What follows belongs to an exercise in optimizing a design on an open flow for small area, a short achievable clock period and few clock cycles; a production flow would make more cautious choices.
Function was checked by simulation only, so behaviour that the tests miss may differ from the original.
No driver is modelled on the clock port, so clocking that relies on it looks cheaper here than on a real chip.
Power figures rest on the tool's default switching activity, not on a simulated workload.

==> flow/flow/my_synth.tcl <==
# synth_recipe.tcl with the abc call's script replaced (MY_ABC_SCRIPT), its
# delay target dropped or set (MY_ABC_D) and cells kept out (MY_ABC_DONTUSE).
proc abc {args} {
  set out {}
  for {set i 0} {$i < [llength $args]} {incr i} {
    set a [lindex $args $i]
    if {$a eq "-script"} {
      incr i
      if {$::env(MY_ABC_SCRIPT) ne ""} { lappend out -script $::env(MY_ABC_SCRIPT) }
      continue
    }
    if {$a eq "-D"} { incr i; continue }
    lappend out $a
  }
  if {$::env(MY_ABC_D) ne ""} { lappend out -D $::env(MY_ABC_D) }
  # extra cells ABC may not map to (slow many-input cells)
  if {[info exists ::env(MY_ABC_DONTUSE)]} {
    foreach pat $::env(MY_ABC_DONTUSE) {
      lappend out -dont_use $pat
    }
  }
  puts "my abc: $out"
  yosys abc {*}$out
}
source [file join [file dirname [file normalize [info script]]] .. synth_recipe.tcl]
==> flow/flow/map.abc <==
&get -n
&st
&dch
&nf
&put
topo
stime -c
==> flow/standard.sh <==
#!/bin/bash
# synth_recipe.tcl (not shown) runs the flow's synth.tcl, then flattens the netlist and writes it again
# the make line also repeats each setting of config.mk as NAME=value (left out here)
make -C /OpenROAD-flow-scripts/flow DESIGN_CONFIG=/design/flow/config.mk WORK_HOME=/design/flow/orfs CLKGATE_MAP_FILE= SYNTH_SCRIPT=/design/flow/synth_recipe.tcl "${@:-finish}"
==> flow/constraint.sdc <==
create_clock -name core_clock -period 5.0 [get_ports {clk}]
set_input_delay 1.0000 -clock core_clock [delete_from_list [all_inputs] [get_ports {clk}]]
set_output_delay 1.0000 -clock core_clock [all_outputs]
set_load 0.01 [all_outputs]
==> flow/flow/params.sh <==
MY_ABC_D=""
MY_ABC_SCRIPT="$W/flow/map.abc"
MY_ABC_AVOID="or4|and4|or3|and3|nor4|nand4|o41|a41|o311|a311|o2111|a2111|mux4|xor3|xnor3|maj3|fa_|ha_"
MY_CTS_ARGS=""
MY_ENV=""
==> flow/design.v <==
module fsm(
    input [15:0] dataIn,
    input R_I,
    input reset,
    input clk,
    output reg REG_ERROR,
    output [15:0] dataOut,
    output reg R_O
);
wire        s = dataIn[15];
wire [14:0] x = dataIn[14:0];
wire        busy = R_O | REG_ERROR;
wire [11:0] lo;
assign lo[0] = 1'b0;
genvar g;
generate
    for (g = 1; g < 12; g = g + 1) begin : p
        assign lo[g] = |x[g-1:0];
    end
endgenerate
wire [11:0] m = x[11:0] ^ ({12{s}} & lo);
wire err = s ? ~&x[14:11] : (|x[14:12] | (x[11] & lo[11]));
wire l4 = s ? (&x[10:4] & lo[4]) : ~|x[11:4];
wire l8 = s ? (&x[10:8] & lo[8]) : ~|x[11:8];
wire [11:0] t4;
assign t4[11:8] = m[11:8] | ({4{l8}} & m[7:4]) | ({4{l4}} & m[3:0]);
assign t4[7:4]  = ({4{~l8}} & m[7:4]) | ({4{l8 & ~l4}} & m[3:0]);
assign t4[3:0]  = {4{~l8}} & m[3:0];
wire f1 = ~t4[11] & t4[10];
wire f2 = ~t4[11] & ~t4[10] & t4[9];
wire f3 = ~t4[11] & ~t4[10] & ~t4[9] & t4[8];
reg        sgn, q8, q4, p1, p2, p3;
reg [11:0] r4;
always @(posedge clk) begin
    sgn <= s;
    q8  <= l4;
    q4  <= l8 & ~l4;
    p1  <= f1;
    p2  <= f2;
    p3  <= f3;
    r4  <= t4;
    if (reset) begin
        R_O       <= 1'b0;
        REG_ERROR <= 1'b0;
    end else begin
        R_O       <= R_I & ~busy & ~err;
        REG_ERROR <= R_I & ~busy & err;
    end
end
wire p0 = r4[11];
wire [13:0] rz = {r4, 2'b00};
generate
    for (g = 0; g < 10; g = g + 1) begin : o_m
        assign dataOut[g] = (p0 & rz[g+3]) | (p1 & rz[g+2]) | (p2 & rz[g+1]) | (p3 & rz[g]);
    end
endgenerate
assign dataOut[10] = p1 | p3;
assign dataOut[11] = p0 | p3;
assign dataOut[12] = p3 ^ q4;
assign dataOut[13] = p3 ? q8 : ~(q4 | q8);
assign dataOut[14] = (p0 | p1 | p2 | p3) & ~(p3 & q8);
assign dataOut[15] = sgn;
endmodule
==> flow/config.mk <==
export PLATFORM = sky130hd
export DESIGN_NAME = fsm
export DESIGN_NICKNAME = fsm
export VERILOG_FILES = /design/flow/design.v
export SDC_FILE = /design/flow/constraint.sdc
export NUM_CORES = 4
export LEC_CHECK = 0
export CAP_MARGIN = 20
export CORE_AREA = 2 2 62 62
export DIE_AREA = 0 0 64 64
export SETUP_SLACK_MARGIN = 2.75
export SLEW_MARGIN = 20
==> flow/flow/run.sh <==
#!/bin/bash
# ORFS layout as in standard.sh (the standard flow's own layout), with two changes:
#  - synthesis is synth_recipe.tcl, except that ABC maps with the script in
#    flow/map.abc (plain mapping, no sizing: the resizer sizes the cells
#    later) and, if MY_ABC_AVOID is set, without the slow many-input cells it
#    names; registers are mapped as in synth_recipe.tcl and keep their names;
#  - plain buf_1 cells as the port buffers (the resizer upsizes them where
#    timing needs it).
# Settings are in flow/params.sh; the ORFS output goes to standard_flow.log
# and the per-step logs under orfs/logs.
set -euo pipefail
W=$PWD
source "$W/flow/params.sh"
export MY_ABC_D MY_ABC_SCRIPT
# cells whose names match MY_ABC_AVOID (a regular expression) are kept out of ABC's library
MY_ABC_DONTUSE=""
if [[ -n "${MY_ABC_AVOID:-}" ]]; then
  MY_ABC_DONTUSE=$(grep -oE '^\s*cell *\( *"?sky130_fd_sc_hd__[a-z0-9_]+' "$FLOW_HOME/platforms/sky130hd/lib/sky130_fd_sc_hd__tt_025C_1v80.lib" \
    | grep -oE 'sky130_fd_sc_hd__[a-z0-9_]+' | grep -E "sky130_fd_sc_hd__($MY_ABC_AVOID)" | tr '\n' ' ')
fi
export MY_ABC_DONTUSE
# clock tree options, if set, replace ORFS's defaults for clock_tree_synthesis
if [[ -n "${MY_CTS_ARGS:-}" ]]; then export CTS_ARGS="$MY_CTS_ARGS"; fi
# extra ORFS variables (NAME=value words), e.g. repair options
for kv in ${MY_ENV:-}; do export "$kv"; done
export BUFFER_PORTS_ARGS="-buffer_cell sky130_fd_sc_hd__buf_1"
sed "s#SYNTH_SCRIPT=[^ ]*#SYNTH_SCRIPT=$W/flow/my_synth.tcl#" standard.sh > my_standard.sh
bash my_standard.sh finish > standard_flow.log 2>&1
==> results.sh, run 1 <==
export IMPL_status="timing/DRC/antenna clean"
export IMPL_num_rows=21
export IMPL_initial_core_util_pct=31.5
export IMPL_wl_per_cell_um=10.8
export IMPL_hold_path_class="register to register"
export IMPL_synth_warnings=1
export IMPL_yosysSeqAreaShare_pct=37.5
export IMPL_skew_ps=0.0111
export IMPL_powerDensity_nw_per_um2=270
export IMPL_fin_nets=201
export IMPL_viasPerCell=4.88
export IMPL_final_cells=226
export IMPL_pwr_share_clk_pct=18.0
export IMPL_syn_avg_cell_area_um2=7.79
export IMPL_async_flop_share_pct=0
export IMPL_layout_drive_gt1_share_pct=13.9
export IMPL_io_buffers=36
export IMPL_routed_wl_mm=2.44
export IMPL_cts_made_buffers=3
export IMPL_die_area_um2=4100
export IMPL_syn_inst=137
export IMPL_combinationalPowerShare_pct=30.3
export IMPL_synth_mux_area_share_pct=0
export IMPL_min_path_cells=3
export IMPL_yosys_cell_types_count=24
export IMPL_cp_required_ps=4000
export IMPL_yosys_register_bits=20
export IMPL_finalSetupTns_ps=0
export IMPL_max_clock_freq_mhz=441
export IMPL_relSlewSlack_pct=72.4
export IMPL_grt_max_degree=15
export IMPL_drt_iter0_drc=66
export IMPL_synth_area_leaders="dfxtp_1 38%, nand2_1 8.8%, a222oi_1 8.4%, xnor2_1 5.7%, nor2_1 5.3%"
export IMPL_synthesis_area_um2=1070
export IMPL_p_sw_w=0.000121
export IMPL_crit_type="register to output pin"
export IMPL_clk_latency_ps=280
export IMPL_synthAdderAreaFrac_pct=0
export IMPL_place_inst=218
export IMPL_hold_viol=0
export IMPL_antenna_found_initial=0
export IMPL_synth_edff_count=0
export IMPL_postCtsHoldBufs=0
export IMPL_pwr_share_seq_pct=51.6
export IMPL_area_delta_synth_final_pct=30.2
export IMPL_pin_count=37
export IMPL_antennaDiodeCount=0
export IMPL_switching_share_pct=32.3
export IMPL_synth_top_cell_by_area="dfxtp_1"
export IMPL_yosysMostFrequentCell="nand2_1"
export IMPL_max_cap_violations=0
export IMPL_synth_simple_gate_area_share_pct=24.4
export IMPL_intPower_w=0.000254
export IMPL_fin_crit_ps=2270
export IMPL_r2r_cells=3
export IMPL_cts_sinks=20
export IMPL_core_um2=3390
export IMPL_cts_tree="yes"
export IMPL_synth_compound_area_share_pct=22.9
export IMPL_yosys_area_share_xor_xnor_pct=10.7
export IMPL_synth_commonest_cells="25 x nand2_1, 20 x dfxtp_1, 15 x nor2_1, 11 x clkinv_1, 9 x a222oi_1"
export IMPL_synth_top_area_share_pct=37.5
export IMPL_leakage_nw=0.517
export IMPL_start_kind="register"
export IMPL_first_global_vias=944
export IMPL_post_route_period_util_pct=45.4
export IMPL_crit_fanout=11
export IMPL_detail_route_antenna_nets=0
export IMPL_report_final_slew_viol_count=0
export IMPL_hpwl_mm=1.88
export IMPL_grt_overflow=0
export IMPL_ir_drop_mv=0.0647
export IMPL_crit_arrival_ps=1270
export IMPL_gr_usage_all_layers_pct=12.3
export IMPL_gp_congestion=0.842
export IMPL_die_w_um=64
export IMPL_drc=0
export IMPL_rsz0062_at_grt="true"
export IMPL_worst_pin_slew_ps=410
export IMPL_syn_nets=156
export IMPL_end_kind="output pin"
export IMPL_ys_flop_type="dfxtp_1"
export IMPL_grt_first_pass_wirelength_mm=4.06
export IMPL_finalSetupViolations=0
export IMPL_route_vias_total=1104
export IMPL_die_y_um=64
export IMPL_synth_top_family_by_area="simple AND/OR/NAND/NOR gates"
export IMPL_clk_pin_slew_ps=90
export IMPL_firstDrtPassIters=5
==> worst max-delay path, cell delays in order (launching register included) <==
cell,delay [ps]
dfxtp_4,390
a222oi_1,360
clkinv_1,100
buf_1,140
==> worst paths after layout <==
check               end  slack (ps)  startpoint
max          dataOut[1]        2730          p1
min           REG_ERROR         530         R_O
max reg2reg         R_O        4330   REG_ERROR
min reg2reg   REG_ERROR         530         R_O
==> state kept, by name, summed over array words and instances (netlist names) <==
signal     cells
REG_ERROR      1
p2             1
p1             1
q8             1
p3             1
sgn            1
r4            12
R_O            1
q4             1
==> power groups by stage <==
stage	sequential, W	combinational [W]	clock (W)
5_1_grt	0.000197	0.000128	0.0000786
3_3_place_gp	0.000198	0.000105	0
6_report	0.000194	0.000114	0.0000676
2_1_floorplan	0.000193	0.0000712	0
3_5_place_dp	0.000198	0.000105	0
4_1_cts	0.000194	0.000107	0.0000709
==> what timing repair did <==
item                       CTS  global route
setup endpoints to repair   24            20
setup buffers                1             4
pin swaps                    1             7
gates resized for setup      7            13
==> cell families after synthesis <==
group	Yosys count
XOR/XNOR	13
AO/OA/AOI/OAI	33
flip-flops	20
buffers and inverters	12
AND/OR/NAND/NOR	59
==> per-layer routing <==
layer	routed length (um)	vias to the layer above	track usage, %
met5	0	-	0
met4	11	0	5.71
met3	157	2	1.41
met2	1090	47	19.1
met1	1180	474	16.8
li1	-	581	-
==> layout make-up <==
cell class,instances,area [um^2]
fill,358,2000
tap,46,57.6
clock buffer,3,22.5
sequential,20,413
multi-input combinational,105,677
timing repair buffer,41,179
inverter,11,41.3
==> cell usage in the layout (no fill, tap or decap), types with 2 or more instances in the layout <==
cell,instances
nand2_1,23
nand3_1,5
a31oi_1,2
clkbuf_2,2
o21ai_4,2
buf_4,5
buf_1,33
nor2_1,13
a222oi_1,9
a21oi_1,3
xnor2_1,7
clkbuf_4,4
nand2b_1,3
xor2_1,6
a221oi_2,2
o31ai_1,3
dfxtp_4,3
nor3_1,4
dfxtp_1,16
nor2_2,2
o22ai_1,4
o21ai_0,3
clkinv_1,11
or2_0,4
==> per-stage QoR <==
stage | area [um^2] | hold slack [ps] | utilization [%] | power (W) | setup slack (ps)
2_1_floorplan | 1090 | 567 | - | 0.000264 | 2750
3_3_place_gp | 1270 | 515 | 37.6 | 0.000303 | 2190
3_5_place_dp | 1270 | 524 | 37.6 | 0.000302 | 2140
4_1_cts | 1320 | 538 | 38.9 | 0.000372 | 2710
5_1_grt | 1390 | 567 | 41.0 | 0.000404 | 2650
6_report | 1390 | 530 | 41.0 | 0.000375 | 2730
Testbench counts, summed over its fixed seeds: cycles 24,000.
==> run 2: changes to the inputs <==
--- a/flow/config.mk
+++ b/flow/config.mk
@@ -8,5 +8,7 @@
 export CAP_MARGIN = 20
 export CORE_AREA = 2 2 62 62
+export CTS_CLUSTER_DIAMETER = 100
+export CTS_CLUSTER_SIZE = 30
 export DIE_AREA = 0 0 64 64
-export SETUP_SLACK_MARGIN = 2.75
+export SETUP_SLACK_MARGIN = 2.6
 export SLEW_MARGIN = 20
==> run 2 against run 1 <==
  * Final cell count is 1.8% lower
  * Flip-flop and latch count stayed put
  * Count of clock-buffer cells in the layout stayed put
  * Still clean on timing, DRC and antenna
  * First-iteration DRC count is 1.5% lower
==> results.sh, run 2 <==
export IMPL_gr_usage_all_layers_pct=12.1
export IMPL_crit_type="register to output pin"
export IMPL_fin_nets=197
export IMPL_synthAdderAreaFrac_pct=0
export IMPL_largest_reg_flops=12
export IMPL_synth_top_area_share_pct=37.5
export IMPL_syn_inst=137
export IMPL_skew_ps=0.00225
export IMPL_post_route_period_util_pct=45.8
export IMPL_yosys_register_bits=20
export IMPL_core_um2=3390
export IMPL_synth_area_leaders="dfxtp_1 38%, nand2_1 8.8%, a222oi_1 8.4%, xnor2_1 5.7%, nor2_1 5.3%"
export IMPL_area_delta_synth_final_pct=24.9
export IMPL_crit_family="flip-flops"
export IMPL_grt_max_degree=15
export IMPL_hpwl_mm=1.92
export IMPL_routed_wl_mm=2.44
export IMPL_relSlewSlack_pct=69.8
export IMPL_pre_cts_ws_ps=2130
export IMPL_synth_top_cell_by_area="dfxtp_1"
export IMPL_synthesis_area_um2=1070
export IMPL_clk_pin_slew_ps=90
export IMPL_rsz0062_at_grt="true"
export IMPL_synth_commonest_cells="25 x nand2_1, 20 x dfxtp_1, 15 x nor2_1, 11 x clkinv_1, 9 x a222oi_1"
export IMPL_max_clock_freq_mhz=437
export IMPL_ir_drop_mv=0.0596
export IMPL_syn_nets=156
export IMPL_powerDensity_nw_per_um2=278
export IMPL_pin_count=37
export IMPL_path_buf_inv=2
export IMPL_finalSetupTns_ps=0
export IMPL_die_y_um=64
export IMPL_path_cells="a222oi_1, clkinv_1, buf_1"
export IMPL_report_final_slew_viol_count=0
export IMPL_antennaDiodeCount=0
export IMPL_crit_arrival_ps=1290
export IMPL_hold_path_class="register to register"
export IMPL_yosys_cell_types_count=24
export IMPL_postCtsHoldBufs=0
export IMPL_final_util_pct=39.3
export IMPL_firstDrtPassIters=4
export IMPL_clk_latency_ps=280
export IMPL_slowest_stage="dfxtp_1"
export IMPL_fin_crit_ps=2290
export IMPL_final_cell_mix="35 x buf_1, 23 x nand2_1, 17 x dfxtp_1, 13 x nor2_1, 11 x clkinv_1"
export IMPL_syn_avg_cell_area_um2=7.79
export IMPL_cts_made_buffers=3
export IMPL_grt_first_pass_wirelength_mm=4.08
export IMPL_synth_simple_gate_area_share_pct=24.4
export IMPL_max_flop_register="r4"
export IMPL_synth_compound_area_share_pct=22.9
export IMPL_wl_per_cell_um=11.0
export IMPL_slowest_delay_ps=400
export IMPL_die_w_um=64
export IMPL_synth_top_family_by_area="simple AND/OR/NAND/NOR gates"
export IMPL_num_rows=21
export IMPL_drc=0
export IMPL_io_buffers=36
export IMPL_synth_warnings=1
export IMPL_gp_congestion=0.781
export IMPL_detail_route_antenna_nets=0
export IMPL_antenna_found_initial=0
export IMPL_max_cap_violations=0
export IMPL_hold_viol=0
export IMPL_whs_ps=538
export IMPL_synth_mux_area_share_pct=0
export IMPL_grt_overflow=0
export IMPL_worst_pin_slew_ps=450
export IMPL_start_kind="register"
export IMPL_viasPerCell=4.90
export IMPL_end_kind="output pin"
export IMPL_crit_fanout=10
export IMPL_cts_tree="yes"
export IMPL_leakage_nw=0.477
export IMPL_r2r_setup_slack_ps=4310
export IMPL_yosys_area_share_xor_xnor_pct=10.7
export IMPL_route_vias_total=1088
export IMPL_cp_required_ps=4000
export IMPL_layout_drive_gt1_share_pct=9.66
export IMPL_timing_final_ws_setup_ps=2710
export IMPL_cts_sinks=20
export IMPL_yosysMostFrequentCell="nand2_1"
export IMPL_layout_commonest_cell="buf_1"
export IMPL_ys_flop_type="dfxtp_1"
export IMPL_finalSetupViolations=0
export IMPL_first_global_vias=950
export IMPL_synth_edff_count=0
export IMPL_drt_iter0_drc=65
export IMPL_yosysSeqAreaShare_pct=37.5
export IMPL_status="timing/DRC/antenna clean"
export IMPL_initial_core_util_pct=31.5
export IMPL_async_flop_share_pct=0
export IMPL_die_area_um2=4100
[run 2: metal layers]
layer / routed length, um / global-route usage (%) / vias to the layer above
li1: - / - / 570
met1: 1250 / 17.6 / 477
met2: 1040 / 17.7 / 39
met3: 125 / 1.06 / 2
met4: 29 / 5.71 / 0
met5: 0 / 0 / -
[run 2: where the power goes]
| group | leakage, nW | switching (W) | internal, W | total, W |
|---|---|---|---|---|
| clock | 0.0138 | 0.0000408 | 0.0000279 | 0.0000688 |
| sequential | 0.168 | 0.0000190 | 0.000175 | 0.000194 |
| combinational | 0.295 | 0.0000616 | 0.0000463 | 0.000108 |
[run 2: metrics by stage]
step	cells	power, W	cell area [um^2]
after detailed placement	218	0.000301	1260
after global placement	218	0.000301	1260
final	222	0.000371	1330
after global routing	222	0.000398	1330
after CTS	221	0.000371	1290
after floorplan	137	0.000263	1080
[run 2: area by class of cell]
class	count	area, um^2
fillers	381	2060
well taps	46	57.6
flip-flops and latches	20	407
multi-input cells	105	661
repair buffers	37	144
inverters	11	41.3
clock buffers	3	22.5
[run 2: worst paths after layout]
kind	from	endpoint	depth (start not counted)
setup / recovery	p2	dataOut[1]	3
hold / removal	R_O	R_O	3
setup reg to reg	REG_ERROR	REG_ERROR	3
hold reg to reg	R_O	R_O	3
[run 2: what timing repair did]
| item | in CTS | in global routing |
|---|---|---|
| pin swaps | 0 | 2 |
| endpoints found under the setup margin | 5 | 13 |
| setup buffers | 0 | 1 |
| resized for setup | 2 | 12 |
[run 2: cell families after synthesis]
kind of cell / after synthesis
and+or+nand+nor: 59
AOI/OAI and AO/OA: 33
DFF: 20
xor gates and xnor gates: 13
buffers and inverters: 12
[run 2: tightest hold or removal path, delay by kind of cell, from the launching register on]
family        cells  cell delay, ps
flops             1             340
simple gates      3             170
==> run 3: changes to the inputs <==
==> flow/flow/map.abc (replaced) <==
&get -n
&st
&dch
&nf
&st
&syn2
&if -g -K 6
&synch2
&nf
&st
&syn2
&if -g -K 6
&synch2
&nf
&st
&syn2
&if -g -K 6
&synch2
&nf
&st
&syn2
&if -g -K 6
&synch2
&nf
&st
&syn2
&if -g -K 6
&synch2
&nf
&put
--- a/flow/config.mk
+++ b/flow/config.mk
@@ -8,6 +8,4 @@
 export CAP_MARGIN = 20
 export CORE_AREA = 2 2 62 62
-export CTS_CLUSTER_DIAMETER = 100
-export CTS_CLUSTER_SIZE = 30
 export DIE_AREA = 0 0 64 64
 export SETUP_SLACK_MARGIN = 2.6
==> run 3 against run 2 <==
  * Synthesized area increased by 0.70%
  * Via count increased by 2.6%
  * Power decreased by 0.44%
  * Final cell count unchanged
  * Register-to-register slack about the same
  * Setup slack got worse by 95 ps
  * Hold slack improved by 5.5 ps
  * Flip-flop and latch count unchanged
  * Sequential power about the same
  * Wire length increased by 5.7%
  * First-iteration DRC count decreased by 31%
  * Largest cell class unchanged
==> results.sh, run 3 <==
export IMPL_clk_pin_slew_ps=90
export IMPL_num_fill_cells=360
export IMPL_die_area_um2=4100
export IMPL_r2r_setup_slack_ps=4320
export IMPL_synth_commonest_cells="24 x nand2_1, 20 x dfxtp_1, 16 x a22oi_1, 12 x nor2_1, 10 x xor2_1"
export IMPL_ir_drop_mv=0.0793
export IMPL_rsz0062_at_grt="true"
export IMPL_fin_nets=197
export IMPL_skew_ps=0.0394
export IMPL_async_flop_share_pct=0
export IMPL_hold_viol=0
export IMPL_grt_overflow=0
export IMPL_crit_start="dataIn[2]"
export IMPL_synth_edff_count=0
export IMPL_status="timing/DRC/antenna clean"
export IMPL_antennaDiodeCount=0
export IMPL_hpwl_mm=2.06
export IMPL_timing_rr_end="R_O"
export IMPL_layout_commonest_cell="buf_1"
export IMPL_synth_area_leaders="dfxtp_1 37%, a22oi_1 11%, nand2_1 8.4%, xor2_1 8.1%, nor2_1 4.2%"
export IMPL_powerDensity_nw_per_um2=264
export IMPL_multi_input_area_um2=722
export IMPL_firstDrtPassIters=4
export IMPL_largest_reg_flops=12
export IMPL_fin_crit_ps=2390
export IMPL_yosysSeqAreaShare_pct=37.3
export IMPL_die_y_um=64
export IMPL_cts_tree="yes"
export IMPL_synth_top_area_share_pct=37.3
export IMPL_clk_latency_ps=280
export IMPL_ys_flop_type="dfxtp_1"
export IMPL_yosys_cell_types_count=25
export IMPL_synth_top_cell_by_area="dfxtp_1"
export IMPL_first_global_vias=957
export IMPL_finalSetupViolations=0
export IMPL_routed_wl_mm=2.58
export IMPL_drc=0
export IMPL_cts_made_buffers=3
export IMPL_synth_warnings=1
export IMPL_antenna_found_initial=0
export IMPL_layout_drive_gt1_share_pct=14.2
export IMPL_final_util_pct=41.2
export IMPL_io_buffers=36
export IMPL_max_flop_register="r4"
export IMPL_drt_iter0_drc=45
export IMPL_num_rows=21
export IMPL_syn_nets=153
export IMPL_r2r_start="REG_ERROR"
export IMPL_detail_route_antenna_nets=0
export IMPL_yosys_register_bits=20
export IMPL_hold_path_class="register to register"
export IMPL_start_kind="primary input"
export IMPL_initial_core_util_pct=31.7
export IMPL_relSlewSlack_pct=65.6
export IMPL_max_clock_freq_mhz=419
export IMPL_core_um2=3390
export IMPL_wl_per_cell_um=11.6
export IMPL_grt_first_pass_wirelength_mm=4.17
export IMPL_viasPerCell=5.03
export IMPL_crit_arrival_ps=2590
export IMPL_worst_pin_slew_ps=513
export IMPL_final_cell_mix="35 x buf_1, 23 x nand2_1, 17 x dfxtp_1, 16 x a22oi_1, 11 x nor2_1"
export IMPL_finalSetupTns_ps=0
export IMPL_yosysMostFrequentCell="nand2_1"
export IMPL_syn_avg_cell_area_um2=8.02
export IMPL_seqCellArea_um2=404
export IMPL_cp_endpoint="p3"
export IMPL_grt_max_degree=17
export IMPL_pin_count=37
export IMPL_syn_inst=134
export IMPL_crit_type="primary input to register"
export IMPL_gr_usage_all_layers_pct=12.4
export IMPL_crit_fanout=7
export IMPL_area_delta_synth_final_pct=30.0
export IMPL_r2r_cells=3
export IMPL_cts_sinks=20
export IMPL_max_cap_violations=0
export IMPL_gp_congestion=0.819
export IMPL_die_w_um=64
export IMPL_synthesis_area_um2=1070
export IMPL_report_final_slew_viol_count=0
export IMPL_end_kind="register"
export IMPL_post_route_period_util_pct=47.7
export IMPL_cp_required_ps=5210
export IMPL_route_vias_total=1116
export IMPL_leakage_nw=0.511
run 3: worst min path at each step:
stage                   start         to  slack (ps)  cells past startpoint
detailed placement  REG_ERROR  REG_ERROR         540                      3
finish              REG_ERROR  REG_ERROR         540                      3
floorplan                 R_O  REG_ERROR         570                      3
CTS                 REG_ERROR  REG_ERROR         550                      3
global placement          R_O  REG_ERROR         520                      3
global route        REG_ERROR  REG_ERROR         610                      3
run 3: cell families (layout without fill, tap and decap cells):
group,after synthesis,in the layout,synth area share [%]
xor gates and xnor gates,12,12,9.78
AOI/OAI and AO/OA,40,40,26.9
buffers and inverters,7,49,2.79
DFF,20,20,37.3
and+or+nand+nor,55,55,23.3
run 3: report_power, final:
part	internal [W]	leakage (nW)	switching, W
combinational	0.0000444	0.330	0.0000624
sequential	0.000175	0.168	0.0000190
clock	0.0000279	0.0138	0.0000399
total	0.000248	0.511	0.000121
run 3: worst max-delay path: stages:
cell      delay (ps)
buf_1            120
nor3_4           280
nand2_4          120
o31ai_2          250
xor2_1           220
o221ai_2         160
or2_1            280
nor3b_2          170
run 3: area by class of cell:
| cell class | instances | area share [%] |
|---|---|---|
| inverters | 6 | 1.61 |
| multi-input cells | 107 | 51.7 |
| repair buffers | 40 | 12.1 |
| clock buffers | 3 | 1.61 |
| flip-flops and latches | 20 | 28.9 |
| well taps | 46 | 4.12 |
run 3: stage by stage:
step	worst slack, ps	hold WS [ps]	area [um^2]	std cells	power, W
2_1_floorplan	2610	575	1100	134	0.000256
3_3_place_gp	2140	523	1280	215	0.000293
3_5_place_dp	1990	542	1280	215	0.000296
4_1_cts	2540	554	1320	218	0.000365
5_1_grt	2500	610	1400	222	0.000396
6_report	2610	543	1400	222	0.000369
run 3: repair_timing:
item                       4_1_cts  5_1_grt
resized for setup                4       14
pin swaps                        1        6
setup endpoints to repair       10        7
buffers inserted                 0        4
hold buffers                     0        0
run 3: per-layer routing:
metal / up-vias / global-route usage, % / routed length, um
met5: - / 0 / 0
met3: 4 / 1.41 / 146
li1: 568 / - / -
met4: 0 / 4.89 / 43
met2: 38 / 21.1 / 1250
met1: 506 / 15.8 / 1140
==> run 4: changes to the inputs <==
==> flow/flow/map.abc (replaced) <==
&get -n
&st
&dch
&nf
&put
topo
stime -c
dnsize -c
==> run 4 against run 3 <==
  * Still clean
  * First-iteration DRC count is 44% higher
  * Clock skew hardly changed
  * Via count is 2.5% lower
  * Critical path type is now register to output pin
  * Largest power group unchanged
==> results.sh, run 4 <==
export IMPL_status="timing/DRC/antenna clean"
export IMPL_antennaDiodeCount=0
export IMPL_worst_pin_slew_ps=450
export IMPL_hpwl_mm=1.92
export IMPL_drt_iter0_drc=65
export IMPL_final_cell_mix="35 x buf_1, 23 x nand2_1, 17 x dfxtp_1, 13 x nor2_1, 11 x clkinv_1"
export IMPL_layout_commonest_cell="buf_1"
export IMPL_synth_area_leaders="dfxtp_1 38%, nand2_1 8.8%, a222oi_1 8.4%, xnor2_1 5.7%, nor2_1 5.3%"
export IMPL_synthesis_area_um2=1070
export IMPL_detail_route_antenna_nets=0
export IMPL_firstDrtPassIters=4
export IMPL_num_fill_cells=381
export IMPL_cts_sinks=20
export IMPL_die_y_um=64
export IMPL_core_um2=3390
export IMPL_crit_type="register to output pin"
export IMPL_synth_commonest_cells="25 x nand2_1, 20 x dfxtp_1, 15 x nor2_1, 11 x clkinv_1, 9 x a222oi_1"
export IMPL_powerDensity_nw_per_um2=278
export IMPL_synth_top_cell_by_area="dfxtp_1"
export IMPL_async_flop_share_pct=0
export IMPL_fin_crit_ps=2290
export IMPL_yosys_register_bits=20
export IMPL_ir_drop_mv=0.0596
export IMPL_max_cap_violations=0
export IMPL_routed_wl_mm=2.44
export IMPL_fin_nets=197
export IMPL_crit_fanout=10
export IMPL_initial_core_util_pct=31.5
export IMPL_min_path_cells=3
export IMPL_die_area_um2=4100
export IMPL_finalSetupTns_ps=0
export IMPL_area_delta_synth_final_pct=24.9
export IMPL_top_usage_layer="met2"
export IMPL_yosys_cell_types_count=24
export IMPL_gp_congestion=0.781
export IMPL_largest_reg_flops=12
export IMPL_crit_arrival_ps=1290
export IMPL_finalSetupViolations=0
export IMPL_fin_area_um2=1330
export IMPL_max_clock_freq_mhz=437
export IMPL_skew_ps=0.00225
export IMPL_leakage_nw=0.477
export IMPL_clk_latency_ps=280
export IMPL_drc=0
export IMPL_grt_first_pass_wirelength_mm=4.08
export IMPL_slowest_stage="dfxtp_1"
export IMPL_synth_top_area_share_pct=37.5
export IMPL_r2r_start="REG_ERROR"
export IMPL_hold_path_class="register to register"
export IMPL_synth_warnings=1
export IMPL_syn_inst=137
export IMPL_yosysSeqAreaShare_pct=37.5
export IMPL_grtUsageMet3_pct=1.06
export IMPL_max_flop_register="r4"
export IMPL_die_w_um=64
export IMPL_crit_start="p2"
export IMPL_wl_per_cell_um=11.0
export IMPL_first_global_vias=950
export IMPL_antenna_found_initial=0
export IMPL_cts_made_buffers=3
export IMPL_slowest_delay_ps=400
export IMPL_hold_viol=0
export IMPL_syn_nets=156
export IMPL_pin_count=37
export IMPL_io_buffers=36
export IMPL_grt_overflow=0
export IMPL_post_route_period_util_pct=45.8
export IMPL_rsz0062_at_grt="true"
export IMPL_r2r_cells=3
export IMPL_start_kind="register"
export IMPL_cp_required_ps=4000
export IMPL_end_kind="output pin"
export IMPL_grt_max_degree=15
export IMPL_r2r_setup_slack_ps=4310
export IMPL_use_met1_pct=17.6
export IMPL_viasPerCell=4.90
export IMPL_place_area_um2=1260
export IMPL_relSlewSlack_pct=69.8
export IMPL_gr_usage_all_layers_pct=12.1
export IMPL_layout_drive_gt1_share_pct=9.66
export IMPL_route_vias_total=1088
export IMPL_clk_pin_slew_ps=90
export IMPL_path_cells="a222oi_1, clkinv_1, buf_1"
export IMPL_met2_usage_pct=17.7
export IMPL_ys_flop_type="dfxtp_1"
export IMPL_worstHoldStart="R_O"
export IMPL_synth_edff_count=0
export IMPL_report_final_slew_viol_count=0
export IMPL_yosysMostFrequentCell="nand2_1"
export IMPL_syn_avg_cell_area_um2=7.79
export IMPL_hold_end="R_O"
export IMPL_cts_tree="yes"
export IMPL_num_rows=21
export IMPL_timing_rr_end="REG_ERROR"
run 4: cell types whose count changed after synthesis, moves of 4 or more:
cell,before,now
a222oi_1,1,9
xnor2_1,2,7
xor2_1,10,6
a22oi_1,16,0
clkinv_1,6,11
run 4: logic make-up (layout without fill, tap and decap cells):
group / count (synthesis) / in the layout / synth area share (%)
AO/OA/AOI/OAI: 33 / 33 / 22.9
flip-flops: 20 / 20 / 37.5
AND/OR/NAND/NOR: 59 / 59 / 24.4
buffers and inverters: 12 / 51 / 4.57
XOR/XNOR: 13 / 13 / 10.7
run 4: how the worst max path moves through the flow:
stage | to | slack (ps) | cells past startpoint
floorplan | p3 | 2660 | 7
global placement | p3 | 2220 | 8
detailed placement | p3 | 2130 | 8
CTS | p3 | 2550 | 8
global route | dataOut[14] | 2600 | 4
finish | dataOut[1] | 2710 | 3
run 4: metal layers:
| metal | wire length [um] | vias up |
|---|---|---|
| met5 | 0 | - |
| met4 | 29 | 0 |
| met3 | 125 | 2 |
| met2 | 1040 | 39 |
| met1 | 1250 | 477 |
| li1 | - | 570 |
run 4: worst max-delay path, delay by kind of cell, from the launching register on:
kind                   cells  cell delay [ps]
AO/OA/AOI/OAI              1              360
buffers and inverters      2              240
flip-flops                 1              400
run 4: cell type report:
class,count,area (um^2),share of cell area (%)
Tap cell,46,57.6,4.32
Multi-Input combinational cell,105,661,49.6
Timing Repair Buffer,37,144,10.8
Inverter,11,41.3,3.10
Clock buffer,3,22.5,1.69
Sequential cell,20,407,30.5
run 4: repair_timing:
item,CTS,global route
gates resized for setup,2,12
buffers inserted,0,1
cloned,0,0
setup endpoints to repair,5,13
hold buffers,0,0
pin swaps,0,2
run 4: report_power, final:
group / internal (W) / switching [W] / leakage, nW / total, W
sequential: 0.000175 / 0.0000190 / 0.168 / 0.000194
combinational: 0.0000463 / 0.0000616 / 0.295 / 0.000108
clock: 0.0000279 / 0.0000408 / 0.0138 / 0.0000688
total: 0.000249 / 0.000121 / 0.477 / 0.000371
run 4: per-stage QoR:
step           total power [W]  hold slack, ps  setup slack [ps]  instances  utilization, %
4_1_cts               0.000371             537              2550        221            38.0
6_report              0.000371             538              2710        222            39.3
2_1_floorplan         0.000263             567              2660        137               -
5_1_grt               0.000398             592              2600        222            39.3
3_3_place_gp          0.000301             514              2220        218            37.2
3_5_place_dp          0.000301             520              2130        218            37.2
==> run 5: changes to the inputs <==
==> flow/flow/map.abc (replaced) <==
&get -n
&st
&dch
&nf
&put
topo
stime -c
--- a/flow/config.mk
+++ b/flow/config.mk
@@ -9,4 +9,4 @@
 export CORE_AREA = 2 2 62 62
 export DIE_AREA = 0 0 64 64
-export SETUP_SLACK_MARGIN = 2.6
+export SETUP_SLACK_MARGIN = 2.5
 export SLEW_MARGIN = 20
==> run 5 against run 4 <==
  * Core utilization decreased by 0.11 points
  * Synthesized area unchanged
  * Final cell count increased by 0.90%
  * Sequential power about the same
  * Combinational power about the same
  * Register-to-register slack improved by 20 ps
  * Flip-flop and latch count unchanged
  * Critical path depth increased by 5
  * Largest cell class unchanged
  * Highest routed layer unchanged
==> results.sh, run 5 <==
export IMPL_status="timing/DRC/antenna clean"
export IMPL_wl_per_cell_um=10.6
export IMPL_yosysSeqAreaShare_pct=37.5
export IMPL_firstDrtPassIters=5
export IMPL_pin_count=37
export IMPL_min_path_cells=3
export IMPL_powerDensity_nw_per_um2=294
export IMPL_multi_input_area_um2=641
export IMPL_synth_edff_count=0
export IMPL_layout_commonest_cell="buf_1"
export IMPL_cts_made_buffers=3
export IMPL_worstHoldStart="R_O"
export IMPL_crit_type="primary input to register"
export IMPL_rsz0062_at_grt="true"
export IMPL_core_um2=3390
export IMPL_async_flop_share_pct=0
export IMPL_fin_nets=198
export IMPL_relSlewSlack_pct=64.1
export IMPL_start_kind="primary input"
export IMPL_syn_nets=156
export IMPL_hold_end="REG_ERROR"
export IMPL_r2r_cells=3
export IMPL_ys_flop_type="dfxtp_1"
export IMPL_die_y_um=64
export IMPL_worst_pin_slew_ps=539
export IMPL_synthesis_area_um2=1070
export IMPL_hpwl_mm=1.87
export IMPL_gp_congestion=0.744
export IMPL_end_kind="register"
export IMPL_max_clock_freq_mhz=421
export IMPL_num_rows=21
export IMPL_place_area_um2=1260
export IMPL_timing_rr_end="R_O"
export IMPL_detail_route_antenna_nets=0
export IMPL_synth_commonest_cells="25 x nand2_1, 20 x dfxtp_1, 15 x nor2_1, 11 x clkinv_1, 9 x a222oi_1"
export IMPL_yosys_cell_types_count=24
export IMPL_skew_ps=0.0176
export IMPL_fin_crit_ps=2380
export IMPL_post_route_period_util_pct=47.6
export IMPL_synth_top_area_share_pct=37.5
export IMPL_gr_usage_all_layers_pct=11.8
export IMPL_clk_pin_slew_ps=100
export IMPL_finalSetupViolations=0
export IMPL_ir_drop_mv=0.0826
export IMPL_initial_core_util_pct=31.5
export IMPL_grt_first_pass_wirelength_mm=3.88
export IMPL_report_final_slew_viol_count=0
export IMPL_first_global_vias=919
export IMPL_finalSetupTns_ps=0
export IMPL_drt_iter0_drc=52
export IMPL_final_cell_mix="35 x buf_1, 24 x nand2_1, 19 x dfxtp_1, 15 x nor2_1, 11 x clkinv_1"
export IMPL_synth_area_leaders="dfxtp_1 38%, nand2_1 8.8%, a222oi_1 8.4%, xnor2_1 5.7%, nor2_1 5.3%"
export IMPL_leakage_nw=0.485
export IMPL_routed_wl_mm=2.37
export IMPL_r2r_start="REG_ERROR"
export IMPL_cts_sinks=20
export IMPL_final_util_pct=39.2
export IMPL_yosys_register_bits=20
export IMPL_layout_drive_gt1_share_pct=7.30
export IMPL_clk_latency_ps=290
export IMPL_hold_path_class="register to register"
export IMPL_viasPerCell=4.88
export IMPL_syn_inst=137
export IMPL_crit_arrival_ps=2580
export IMPL_seqCellArea_um2=402
export IMPL_cts_tree="yes"
export IMPL_antenna_found_initial=0
export IMPL_r2r_setup_slack_ps=4330
export IMPL_syn_avg_cell_area_um2=7.79
export IMPL_hold_viol=0
export IMPL_io_buffers=36
export IMPL_yosysMostFrequentCell="nand2_1"
export IMPL_crit_fanout=13
export IMPL_grt_overflow=0
export IMPL_num_fill_cells=367
export IMPL_cp_required_ps=5200
export IMPL_drc=0
export IMPL_synth_top_cell_by_area="dfxtp_1"
export IMPL_route_vias_total=1092
export IMPL_die_area_um2=4100
export IMPL_antennaDiodeCount=0
export IMPL_synth_warnings=1
export IMPL_max_cap_violations=0
export IMPL_grt_max_degree=15
export IMPL_fin_area_um2=1330
export IMPL_max_flop_register="r4"
export IMPL_largest_reg_flops=12
export IMPL_die_w_um=64
export IMPL_area_delta_synth_final_pct=24.5
export IMPL_crit_start="dataIn[0]"
run 5: metrics by stage:
step / hold WS (ps) / worst slack (ps) / std cells / power [W]
3_5_place_dp: 519 / 2130 / 218 / 0.000301
3_3_place_gp: 513 / 2120 / 218 / 0.000301
5_1_grt: 572 / 2450 / 224 / 0.000417
2_1_floorplan: 567 / 2560 / 137 / 0.000262
6_report: 528 / 2620 / 224 / 0.000391
4_1_cts: 533 / 2520 / 222 / 0.000389
run 5: repair_timing:
action,4_1_cts,5_1_grt
gates resized for setup,2,5
pin swaps,0,1
setup endpoints to repair,2,7
setup buffers,0,2
hold buffers,0,0
run 5: worst max path at each step:
| stage | to | slack, ps |
|---|---|---|
| 4_1_cts | dataOut[14] | 2520 |
| 3_5_place_dp | p3 | 2130 |
| 5_1_grt | p3 | 2450 |
| 2_1_floorplan | p3 | 2560 |
| 3_3_place_gp | p3 | 2120 |
| 6_report | p3 | 2620 |
run 5: critical path, cell delays in order:
cell,delay [ps]
buf_1,150
nor2_1,170
nand2_2,130
o21ai_2,220
o21ai_2,190
a221oi_2,370
nand2_1,130
nor3b_1,220
run 5: final cells by class:
type	instances	share of cell area, %
clock buffers	4	2.73
inverters	11	3.11
multi-input cells	105	48.2
flip-flops and latches	20	30.2
well taps	46	4.33
repair buffers	38	11.4
run 5: cells by family after synthesis:
kind of cell | share of synthesized area (%)
flip-flops | 37.5
buffers and inverters | 4.57
XOR/XNOR | 10.7
AO/OA/AOI/OAI | 22.9
AND/OR/NAND/NOR | 24.4
run 5: routing by layer:
metal	share of wire (%)	vias to the layer above	GRT usage, %
met1	52	472	16.2
li1	-	578	-
met3	5.3	2	1.58
met4	0.80	0	5.71
met5	0	-	0
met2	42	40	18.2
run 5: report_power, final:
group / switching [W] / total, W / internal (W)
Combinational: 0.0000614 / 0.000108 / 0.0000467
Clock: 0.0000444 / 0.0000887 / 0.0000443
Sequential: 0.0000189 / 0.000194 / 0.000175
Total: 0.000125 / 0.000391 / 0.000266
==> run 6: changes to the inputs <==
--- a/flow/config.mk
+++ b/flow/config.mk
@@ -9,4 +9,4 @@
 export CORE_AREA = 2 2 62 62
 export DIE_AREA = 0 0 64 64
-export SETUP_SLACK_MARGIN = 2.5
+export SETUP_SLACK_MARGIN = 2.64
 export SLEW_MARGIN = 20
==> run 6 against run 5 <==
  * First-iteration DRC count increased by 92%
  * Non-clock buffer count shrank 1
  * Setup slack improved by 84 ps
  * Critical path type unchanged
  * Design area grew 0.57%
==> results.sh, run 6 <==
export IMPL_synth_commonest_cells="25 x nand2_1, 20 x dfxtp_1, 15 x nor2_1, 11 x clkinv_1, 9 x a222oi_1"
export IMPL_synth_edff_count=0
export IMPL_slowest_stage="a221o_1"
export IMPL_r2r_cells=3
export IMPL_slowest_delay_ps=320
export IMPL_ir_drop_mv=0.0628
export IMPL_max_clock_freq_mhz=436
export IMPL_largest_reg_flops=12
export IMPL_drc=0
export IMPL_path_buf_inv=1
export IMPL_synthesis_area_um2=1070
export IMPL_syn_nets=156
export IMPL_die_w_um=64
export IMPL_hold_end="R_O"
export IMPL_clk_latency_ps=280
export IMPL_layout_commonest_cell="buf_1"
export IMPL_relSlewSlack_pct=70.6
export IMPL_antenna_found_initial=0
export IMPL_num_fill_cells=380
export IMPL_final_cells=222
export IMPL_finalSetupViolations=0
export IMPL_r2r_start="REG_ERROR"
export IMPL_synth_warnings=1
export IMPL_crit_type="primary input to register"
export IMPL_die_y_um=64
export IMPL_yosys_area_share_xor_xnor_pct=10.7
export IMPL_synth_top_family_by_area="simple AND/OR/NAND/NOR gates"
export IMPL_max_flop_register="r4"
export IMPL_min_path_cells=3
export IMPL_rsz0062_at_grt="true"
export IMPL_crit_fanout=7
export IMPL_synth_top_cell_by_area="dfxtp_1"
export IMPL_ys_flop_type="dfxtp_1"
export IMPL_firstDrtPassIters=5
export IMPL_path_cells="buf_1, nor2_2, nand2_2, or2_0, o21ai_0, xnor2_1, a221o_1, nor3b_2"
export IMPL_synth_simple_gate_area_share_pct=24.4
export IMPL_postCtsHoldBufs=0
export IMPL_pre_cts_ws_ps=2130
export IMPL_syn_inst=137
export IMPL_place_area_um2=1260
export IMPL_grt_overflow=0
export IMPL_max_cap_violations=0
export IMPL_async_flop_share_pct=0
export IMPL_finalSetupTns_ps=0
export IMPL_hold_path_class="register to register"
export IMPL_layout_drive_gt1_share_pct=10.2
export IMPL_detail_route_antenna_nets=0
export IMPL_r2r_setup_slack_ps=4320
export IMPL_routed_wl_mm=2.46
export IMPL_viasPerCell=5.00
export IMPL_synth_mux_area_share_pct=0
export IMPL_area_delta_synth_final_pct=25.2
export IMPL_end_kind="register"
export IMPL_pin_count=37
export IMPL_cts_sinks=20
export IMPL_worstHoldStart="R_O"
export IMPL_post_route_period_util_pct=45.9
export IMPL_crit_arrival_ps=2500
export IMPL_fin_area_um2=1340
export IMPL_skew_ps=0.0284
export IMPL_cts_tree="yes"
export IMPL_synth_top_area_share_pct=37.5
export IMPL_timing_rr_end="REG_ERROR"
export IMPL_grt_max_degree=15
export IMPL_final_util_pct=39.4
export IMPL_yosys_register_bits=20
export IMPL_leakage_nw=0.478
export IMPL_first_global_vias=959
export IMPL_die_area_um2=4100
export IMPL_status="timing/DRC/antenna clean"
export IMPL_place_inst=218
export IMPL_drt_iter0_drc=100
export IMPL_io_buffers=36
export IMPL_timing_final_ws_setup_ps=2710
export IMPL_cts_made_buffers=3
export IMPL_report_final_slew_viol_count=0
export IMPL_grt_first_pass_wirelength_mm=4.11
export IMPL_num_rows=21
export IMPL_yosysSeqAreaShare_pct=37.5
export IMPL_synth_area_leaders="dfxtp_1 38%, nand2_1 8.8%, a222oi_1 8.4%, xnor2_1 5.7%, nor2_1 5.3%"
export IMPL_clk_pin_slew_ps=90
export IMPL_final_cell_mix="35 x buf_1, 23 x nand2_1, 16 x dfxtp_1, 13 x nor2_1, 11 x clkinv_1"
export IMPL_hold_viol=0
export IMPL_gp_congestion=0.781
export IMPL_synth_compound_area_share_pct=22.9
export IMPL_yosysMostFrequentCell="nand2_1"
export IMPL_start_kind="primary input"
export IMPL_initial_core_util_pct=31.5
export IMPL_crit_family="simple AND/OR/NAND/NOR gates"
export IMPL_syn_avg_cell_area_um2=7.79
export IMPL_hpwl_mm=1.92
export IMPL_fin_nets=197
export IMPL_powerDensity_nw_per_um2=278
export IMPL_yosys_cell_types_count=24
export IMPL_wl_per_cell_um=11.1
export IMPL_route_vias_total=1110
export IMPL_gr_usage_all_layers_pct=12.2
export IMPL_antennaDiodeCount=0
export IMPL_worst_pin_slew_ps=438
export IMPL_cp_required_ps=5210
export IMPL_core_um2=3390
export IMPL_fin_crit_ps=2290
export IMPL_synthAdderAreaFrac_pct=0
[run 6: cell counts after synthesis]
No cell type changed its count.
[run 6: cell type report]
class,count,area [um^2],share of cell area (%)
Multi-Input combinational cell,105,661,49.4
Sequential cell,20,410,30.7
Timing Repair Buffer,37,144,10.8
Tap cell,46,57.6,4.31
Inverter,11,41.3,3.09
Clock buffer,3,22.5,1.69
[run 6: layer usage]
layer	global-route usage, %	part of all wire (%)
met1	17.7	51
met5	0	0
met2	18.0	42
met4	5.71	1.2
met3	1.06	6.1
[run 6: where the power goes]
group          switching [W]  total (W)  internal (W)
Combinational      0.0000620   0.000108     0.0000463
Clock              0.0000408  0.0000687     0.0000280
Sequential         0.0000194   0.000195      0.000175
[run 6: worst max-delay path by stage]
stage / startpoint / end / slack, ps / cells after the start
6_report: dataIn[0] / p3 / 2710 / 8
5_1_grt: p3 / dataOut[14] / 2600 / 4
4_1_cts: dataIn[0] / p3 / 2640 / 7
3_5_place_dp: dataIn[15] / p3 / 2130 / 8
3_3_place_gp: dataIn[15] / p3 / 2220 / 8
2_1_floorplan: dataIn[3] / p3 / 2660 / 7
[run 6: kinds of logic (layout without fill, tap and decap cells)]
kind of cell	Yosys count	in the layout
compound gates	33	33
xor+xnor	13	13
flops	20	20
simple gates	59	59
buf+inv	12	51
[run 6: stage by stage]
step / hold slack, ps / power, W
2_1_floorplan: 567 / 0.000263
3_3_place_gp: 514 / 0.000301
3_5_place_dp: 520 / 0.000301
4_1_cts: 537 / 0.000373
5_1_grt: 593 / 0.000399
6_report: 537 / 0.000372
[run 6: timing repair]
item,4_1_cts,5_1_grt
pin swaps,1,1
endpoints found under the setup margin,6,20
setup buffers,1,0
resized for setup,4,12
[run 6: worst reg2reg max path, delay by kind of cell (launching register included)]
| family | cells | cell delay [ps] |
|---|---|---|
| flip-flops | 1 | 320 |
| AND/OR/NAND/NOR | 3 | 310 |
==> run 7: changes to the inputs <==
--- a/flow/config.mk
+++ b/flow/config.mk
@@ -9,4 +9,4 @@
 export CORE_AREA = 2 2 62 62
 export DIE_AREA = 0 0 64 64
-export SETUP_SLACK_MARGIN = 2.64
+export SETUP_SLACK_MARGIN = 2.72
 export SLEW_MARGIN = 20
==> run 7 against run 6 <==
  * Still clean on timing, DRC and antenna
  * Synthesized area unchanged
  * Core utilization up 1.7 points
  * Die area unchanged
  * Register-to-register slack about the same
  * Via count down 3.1%
  * Global-route usage down 0.47 points
  * Flip-flop and latch count unchanged
  * Hold slack worse by 7.1 ps
  * Fmax up 1.8%
  * Highest routed layer unchanged
==> results.sh, run 7 <==
export IMPL_async_flop_share_pct=0
export IMPL_postCtsHoldBufs=0
export IMPL_detail_route_antenna_nets=0
export IMPL_slowest_stage="dfxtp_4"
export IMPL_first_global_vias=952
export IMPL_die_area_um2=4100
export IMPL_yosys_cell_types_count=24
export IMPL_place_area_um2=1270
export IMPL_crit_type="register to output pin"
export IMPL_max_cap_violations=0
export IMPL_synth_commonest_cells="25 x nand2_1, 20 x dfxtp_1, 15 x nor2_1, 11 x clkinv_1, 9 x a222oi_1"
export IMPL_largest_reg_flops=12
export IMPL_area_delta_synth_final_pct=30.5
export IMPL_start_kind="register"
export IMPL_synth_warnings=1
export IMPL_whs_ps=530
export IMPL_num_rows=21
export IMPL_die_w_um=64
export IMPL_skew_ps=0.0303
export IMPL_io_buffers=36
export IMPL_synth_area_leaders="dfxtp_1 38%, nand2_1 8.8%, a222oi_1 8.4%, xnor2_1 5.7%, nor2_1 5.3%"
export IMPL_grt_max_degree=15
export IMPL_powerDensity_nw_per_um2=270
export IMPL_slowest_delay_ps=390
export IMPL_wl_per_cell_um=10.8
export IMPL_firstDrtPassIters=5
export IMPL_synth_edff_count=0
export IMPL_seqCellArea_um2=413
export IMPL_wl_met1_mm=1.17
export IMPL_drt_iter0_drc=128
export IMPL_syn_avg_cell_area_um2=7.79
export IMPL_syn_inst=137
export IMPL_finalSetupTns_ps=0
export IMPL_cts_made_buffers=3
export IMPL_yosysSeqAreaShare_pct=37.5
export IMPL_gr_usage_all_layers_pct=11.7
export IMPL_yosysMostFrequentCell="nand2_1"
export IMPL_hpwl_mm=1.86
export IMPL_synth_top_area_share_pct=37.5
export IMPL_hold_viol=0
export IMPL_post_route_period_util_pct=45.0
export IMPL_antennaDiodeCount=0
export IMPL_ys_flop_type="dfxtp_1"
export IMPL_layout_drive_gt1_share_pct=14.0
export IMPL_grt_overflow=0
export IMPL_worst_pin_slew_ps=403
export IMPL_syn_nets=156
export IMPL_clk_latency_ps=290
export IMPL_cts_sinks=20
export IMPL_wl_met2_mm=1.05
export IMPL_fin_area_um2=1390
export IMPL_timing_final_ws_setup_ps=2750
export IMPL_clk_pin_slew_ps=100
export IMPL_max_clock_freq_mhz=444
export IMPL_pre_cts_ws_ps=2130
export IMPL_ir_drop_mv=0.0739
export IMPL_finalSetupViolations=0
export IMPL_hold_path_class="register to register"
export IMPL_layout_commonest_cell="buf_1"
export IMPL_end_kind="output pin"
export IMPL_fin_crit_ps=2250
export IMPL_routed_wl_met3_um=166
export IMPL_crit_arrival_ps=1250
export IMPL_core_um2=3390
export IMPL_report_final_slew_viol_count=0
export IMPL_synth_top_cell_by_area="dfxtp_1"
export IMPL_max_flop_register="r4"
export IMPL_pin_count=37
export IMPL_drc=0
export IMPL_status="timing/DRC/antenna clean"
export IMPL_num_fill_cells=359
export IMPL_relSlewSlack_pct=72.9
export IMPL_final_cell_mix="34 x buf_1, 23 x nand2_1, 16 x dfxtp_1, 12 x nor2_1, 11 x clkinv_1"
export IMPL_yosys_register_bits=20
export IMPL_leakage_nw=0.506
export IMPL_cts_tree="yes"
export IMPL_cp_required_ps=4000
export IMPL_routed_wl_mm=2.43
export IMPL_grt_first_pass_wirelength_mm=3.97
export IMPL_multi_input_area_um2=696
export IMPL_antenna_found_initial=0
export IMPL_die_y_um=64
export IMPL_initial_core_util_pct=31.5
export IMPL_synthesis_area_um2=1070
export IMPL_top_layer="met4"
export IMPL_viasPerCell=4.80
export IMPL_path_cells="a222oi_1, clkinv_1, buf_1"
export IMPL_rsz0062_at_grt="true"
export IMPL_fin_nets=199
export IMPL_crit_fanout=11
export IMPL_gp_congestion=0.875
export IMPL_route_vias_total=1076
run 7: layout make-up:
class	count	share of cell area (%)
multi-input cells	105	50.0
repair buffers	39	11.7
flip-flops and latches	20	29.6
inverters	11	2.96
clock buffers	3	1.62
well taps	46	4.13
run 7: per-stage QoR:
stage               util [%]  total power, W  instances
floorplan                  -        0.000264        137
global placement        37.6        0.000303        218
detailed placement      37.6        0.000302        218
CTS                     38.8        0.000371        222
global route            41.1        0.000403        224
finish                  41.1        0.000376        224
run 7: worst paths after layout:
| kind | endpoint | slack (ps) | depth (start not counted) | startpoint |
|---|---|---|---|---|
| max reg2reg | R_O | 4320 | 3 | REG_ERROR |
| min | REG_ERROR | 530 | 3 | REG_ERROR |
| max | dataOut[1] | 2750 | 3 | p1 |
| min reg2reg | REG_ERROR | 530 | 3 | REG_ERROR |
run 7: kinds of logic after synthesis:
| kind of cell | Yosys count | synth area share (%) |
|---|---|---|
| flops | 20 | 37.5 |
| simple gates | 59 | 24.4 |
| compound gates | 33 | 22.9 |
| xor+xnor | 13 | 10.7 |
| buf+inv | 12 | 4.57 |
run 7: what timing repair did:
action | CTS | global route
endpoints found under the setup margin | 17 | 19
resized for setup | 7 | 17
pin swaps | 1 | 5
setup buffers | 1 | 2
run 7: power by group:
part / switching [W] / internal [W] / total [W]
clock: 0.0000417 / 0.0000280 / 0.0000697
combinational: 0.0000642 / 0.0000492 / 0.000113
sequential: 0.0000180 / 0.000175 / 0.000193
total: 0.000124 / 0.000252 / 0.000376
run 7: critical path: cells and delay by family (launching register included):
| kind | cells | cell delay (ps) |
|---|---|---|
| AO/OA/AOI/OAI | 1 | 340 |
| flip-flops | 1 | 390 |
| buffers and inverters | 2 | 230 |
run 7: metal layers:
| metal | GRT usage, % | vias to the layer above |
|---|---|---|
| met3 | 1.06 | 4 |
| met4 | 4.89 | 0 |
| met1 | 17.2 | 451 |
| met5 | 0 | - |
| met2 | 17.3 | 44 |
| li1 | - | 577 |
==> run 8: changes to the inputs <==
--- a/flow/config.mk
+++ b/flow/config.mk
@@ -7,6 +7,6 @@
 export LEC_CHECK = 0
 export CAP_MARGIN = 20
-export CORE_AREA = 2 2 62 62
-export DIE_AREA = 0 0 64 64
-export SETUP_SLACK_MARGIN = 2.72
+export CORE_AREA = 2 2 59 59
+export DIE_AREA = 0 0 61 61
+export SETUP_SLACK_MARGIN = 2.6
 export SLEW_MARGIN = 20
==> run 8 against run 7 <==
  * Core utilization rose by 1.8 points
  * Sequential power barely moved
  * Power fell by 1.3%
  * Synthesized area did not move
  * Design area fell by 5.3%
  * Final cell count fell by 2.2%
  * Register-to-register slack got worse by 20 ps
  * Highest routed layer unchanged
  * Still clean
  * Non-clock buffer count fell by 3
  * Global-route usage rose by 2.3 points
  * First-iteration DRC count fell by 5.5%
  * Hold slack barely moved
==> results.sh, run 8 <==
export IMPL_layout_drive_gt1_share_pct=6.86
export IMPL_status="timing/DRC/antenna clean"
export IMPL_syn_avg_cell_area_um2=7.79
export IMPL_crit_arrival_ps=2500
export IMPL_crit_family="compound AO/OA/AOI/OAI gates"
export IMPL_yosysSeqAreaShare_pct=37.5
export IMPL_multi_input_area_um2=659
export IMPL_timing_final_ws_setup_ps=2700
export IMPL_initial_core_util_pct=34.7
export IMPL_relSlewSlack_pct=63.0
export IMPL_ir_drop_mv=0.0842
export IMPL_pwr_share_seq_pct=52.3
export IMPL_post_cts_buffers=0
export IMPL_die_y_um=61
export IMPL_gp_congestion=0.781
export IMPL_synth_warnings=1
export IMPL_area_delta_synth_final_pct=23.6
export IMPL_fin_crit_ps=2300
export IMPL_die_area_um2=3720
export IMPL_synth_commonest_cells="25 x nand2_1, 20 x dfxtp_1, 15 x nor2_1, 11 x clkinv_1, 9 x a222oi_1"
export IMPL_leakage_nw=0.470
export IMPL_num_fill_cells=333
export IMPL_rsz0062_at_grt="true"
export IMPL_path_buf_inv=2
export IMPL_pwr_share_clk_pct=18.9
export IMPL_intPower_w=0.000249
export IMPL_finalSetupViolations=0
export IMPL_syn_nets=156
export IMPL_pre_cts_ws_ps=2170
export IMPL_final_cell_mix="35 x buf_1, 24 x nand2_1, 17 x dfxtp_1, 15 x nor2_1, 11 x clkinv_1"
export IMPL_slowest_stage="a221oi_4"
export IMPL_async_flop_share_pct=0
export IMPL_whs_ps=530
export IMPL_wl_per_cell_um=11.0
export IMPL_largest_reg_flops=12
export IMPL_post_route_period_util_pct=46.1
export IMPL_detail_route_antenna_nets=0
export IMPL_yosys_register_bits=20
export IMPL_gr_usage_all_layers_pct=14.0
export IMPL_clk_latency_ps=290
export IMPL_synthesis_area_um2=1070
export IMPL_combinationalPowerShare_pct=28.8
export IMPL_cp_required_ps=5200
export IMPL_max_clock_freq_mhz=434
export IMPL_synth_top_area_share_pct=37.5
export IMPL_max_flop_register="r4"
export IMPL_drt_iter0_drc=121
export IMPL_path_cells="buf_1, o21ai_0, xor2_1, clkinv_1, a221oi_4, nand2_1, nor3b_1"
export IMPL_end_kind="register"
export IMPL_antenna_found_initial=0
export IMPL_crit_type="primary input to register"
export IMPL_p_sw_w=0.000122
export IMPL_postCtsHoldBufs=0
export IMPL_drc=0
export IMPL_syn_inst=137
export IMPL_hold_viol=0
export IMPL_report_final_slew_viol_count=0
export IMPL_grt_first_pass_wirelength_mm=3.84
export IMPL_crit_fanout=6
export IMPL_fin_nets=196
export IMPL_seqCellArea_um2=404
export IMPL_finalSetupTns_ps=0
export IMPL_skew_ps=0.0160
export IMPL_place_inst=216
export IMPL_viasPerCell=4.95
export IMPL_core_um2=3080
export IMPL_ys_flop_type="dfxtp_1"
export IMPL_route_vias_total=1083
export IMPL_synth_area_leaders="dfxtp_1 38%, nand2_1 8.8%, a222oi_1 8.4%, xnor2_1 5.7%, nor2_1 5.3%"
export IMPL_slowest_delay_ps=340
export IMPL_synth_top_cell_by_area="dfxtp_1"
export IMPL_final_cells=219
export IMPL_layout_commonest_cell="buf_1"
export IMPL_routed_wl_mm=2.41
export IMPL_cts_tree="yes"
export IMPL_synth_edff_count=0
export IMPL_pin_count=37
export IMPL_grt_overflow=0
export IMPL_io_buffers=36
export IMPL_firstDrtPassIters=5
export IMPL_worst_pin_slew_ps=551
export IMPL_hold_path_class="register to register"
export IMPL_powerDensity_nw_per_um2=282
export IMPL_start_kind="primary input"
export IMPL_hpwl_mm=1.96
export IMPL_die_w_um=61
export IMPL_cts_made_buffers=3
export IMPL_yosysMostFrequentCell="nand2_1"
export IMPL_num_rows=20
export IMPL_grt_max_degree=15
export IMPL_yosys_cell_types_count=24
export IMPL_cts_sinks=20
export IMPL_first_global_vias=956
export IMPL_antennaDiodeCount=0
export IMPL_clk_pin_slew_ps=100
export IMPL_switching_share_pct=32.9
export IMPL_max_cap_violations=0
## run 8: cell counts after synthesis
No cell type changed its count.
## run 8: layout make-up
cell class	instances	share of cell area (%)
Multi-Input combinational cell	105	50.0
Sequential cell	20	30.6
Timing Repair Buffer	36	10.3
Tap cell	44	4.17
Inverter	11	3.13
Clock buffer	3	1.71
## run 8: final timing paths
| check | from | end | slack (ps) | cells after the start |
|---|---|---|---|---|
| setup / recovery | dataIn[0] | p3 | 2700 | 7 |
| hold reg to reg | REG_ERROR | REG_ERROR | 530 | 3 |
| setup reg to reg | REG_ERROR | R_O | 4300 | 3 |
| hold / removal | REG_ERROR | REG_ERROR | 530 | 3 |
## run 8: per-layer routing
| metal | up-vias | wire length [um] | track usage (%) | part of all wire, % |
|---|---|---|---|---|
| li1 | 566 | - | - | - |
| met1 | 471 | 1100 | 17.7 | 46 |
| met2 | 42 | 1120 | 23.2 | 46 |
| met3 | 4 | 138 | 1.28 | 5.7 |
| met4 | 0 | 58 | 8.39 | 2.4 |
| met5 | - | 0 | 0 | 0 |
## run 8: power by group through the flow
stage | logic [W] | registers, W | clock network [W]
after detailed placement | 0.000103 | 0.000197 | 0
after floorplan | 0.0000700 | 0.000193 | 0
final | 0.000107 | 0.000194 | 0.0000701
after global placement | 0.000102 | 0.000197 | 0
after global routing | 0.000120 | 0.000199 | 0.0000790
after CTS | 0.000104 | 0.000193 | 0.0000727
## run 8: tightest hold or removal path: cells and delay by family, from the launching register on
kind	cells	cell delay [ps]
flops	1	330
simple gates	3	160
## run 8: through the flow
| step | instance area (um^2) | utilization, % | power [W] |
|---|---|---|---|
| 2_1_floorplan | 1080 | - | 0.000263 |
| 3_3_place_gp | 1260 | 40.9 | 0.000299 |
| 3_5_place_dp | 1260 | 40.9 | 0.000300 |
| 4_1_cts | 1280 | 41.7 | 0.000370 |
| 5_1_grt | 1320 | 42.8 | 0.000398 |
| 6_report | 1320 | 42.8 | 0.000371 |
## run 8: cells by family (layout without fill, tap and decap cells)
group                  count (synthesis)  in the layout  synth area share [%]
AND/OR/NAND/NOR                       59             59                  24.4
AO/OA/AOI/OAI                         33             33                  22.9
flip-flops                            20             20                  37.5
XOR/XNOR                              13             13                  10.7
buffers and inverters                 12             50                  4.57
## run 8: repair_timing
item,4_1_cts,5_1_grt
resized for setup,2,9
cloned,0,0
setup endpoints to repair,5,14

## what the ideal ports hide
Ports are ideal in the flow. The routed layouts listed here were re-timed in OpenROAD.
Step 1 sets driving cells, clkbuf_16 on the clock port and buf_2 on the other inputs (assumed; they add their load-dependent delay and slew).
Step 2 also shifts input and output timing later by t, the mid clock arrival at the registers, as if the neighbouring blocks saw the same clock.
a / b / c = ideal / step 1 / step 2; a / b = the first two.
| run | t (ns) | slack for setup (ns) | hold slack, ns | pins driven straight from the clock port |
|---|---|---|---|---|
| run 1 | 0.299 | 2.731 / 2.712 / 2.487 | 0.530 / 0.530 / 0.530 | 1 |
| run 2 | 0.302 | 2.709 / 2.688 / 2.426 | 0.538 / 0.538 / 0.538 | 1 |
| run 3 | 0.299 | 2.614 / 2.606 / 2.316 | 0.543 / 0.543 / 0.543 | 1 |
| run 4 | 0.302 | 2.709 / 2.688 / 2.426 | 0.538 / 0.538 / 0.538 | 1 |
| run 5 | 0.308 | 2.622 / 2.621 / 2.312 | 0.528 / 0.528 / 0.528 | 1 |
| run 6 | 0.302 | 2.706 / 2.705 / 2.403 | 0.537 / 0.537 / 0.537 | 1 |
| run 7 | 0.307 | 2.748 / 2.727 / 2.444 | 0.530 / 0.530 / 0.530 | 1 |
| run 8 | 0.307 | 2.697 / 2.676 / 2.388 | 0.530 / 0.530 / 0.530 | 1 |
After both steps setup and hold are still met in every run listed. For run 5, which loses most, drivers alone change the setup slack by -0.001 ns; drivers and shift together by -0.310 ns.
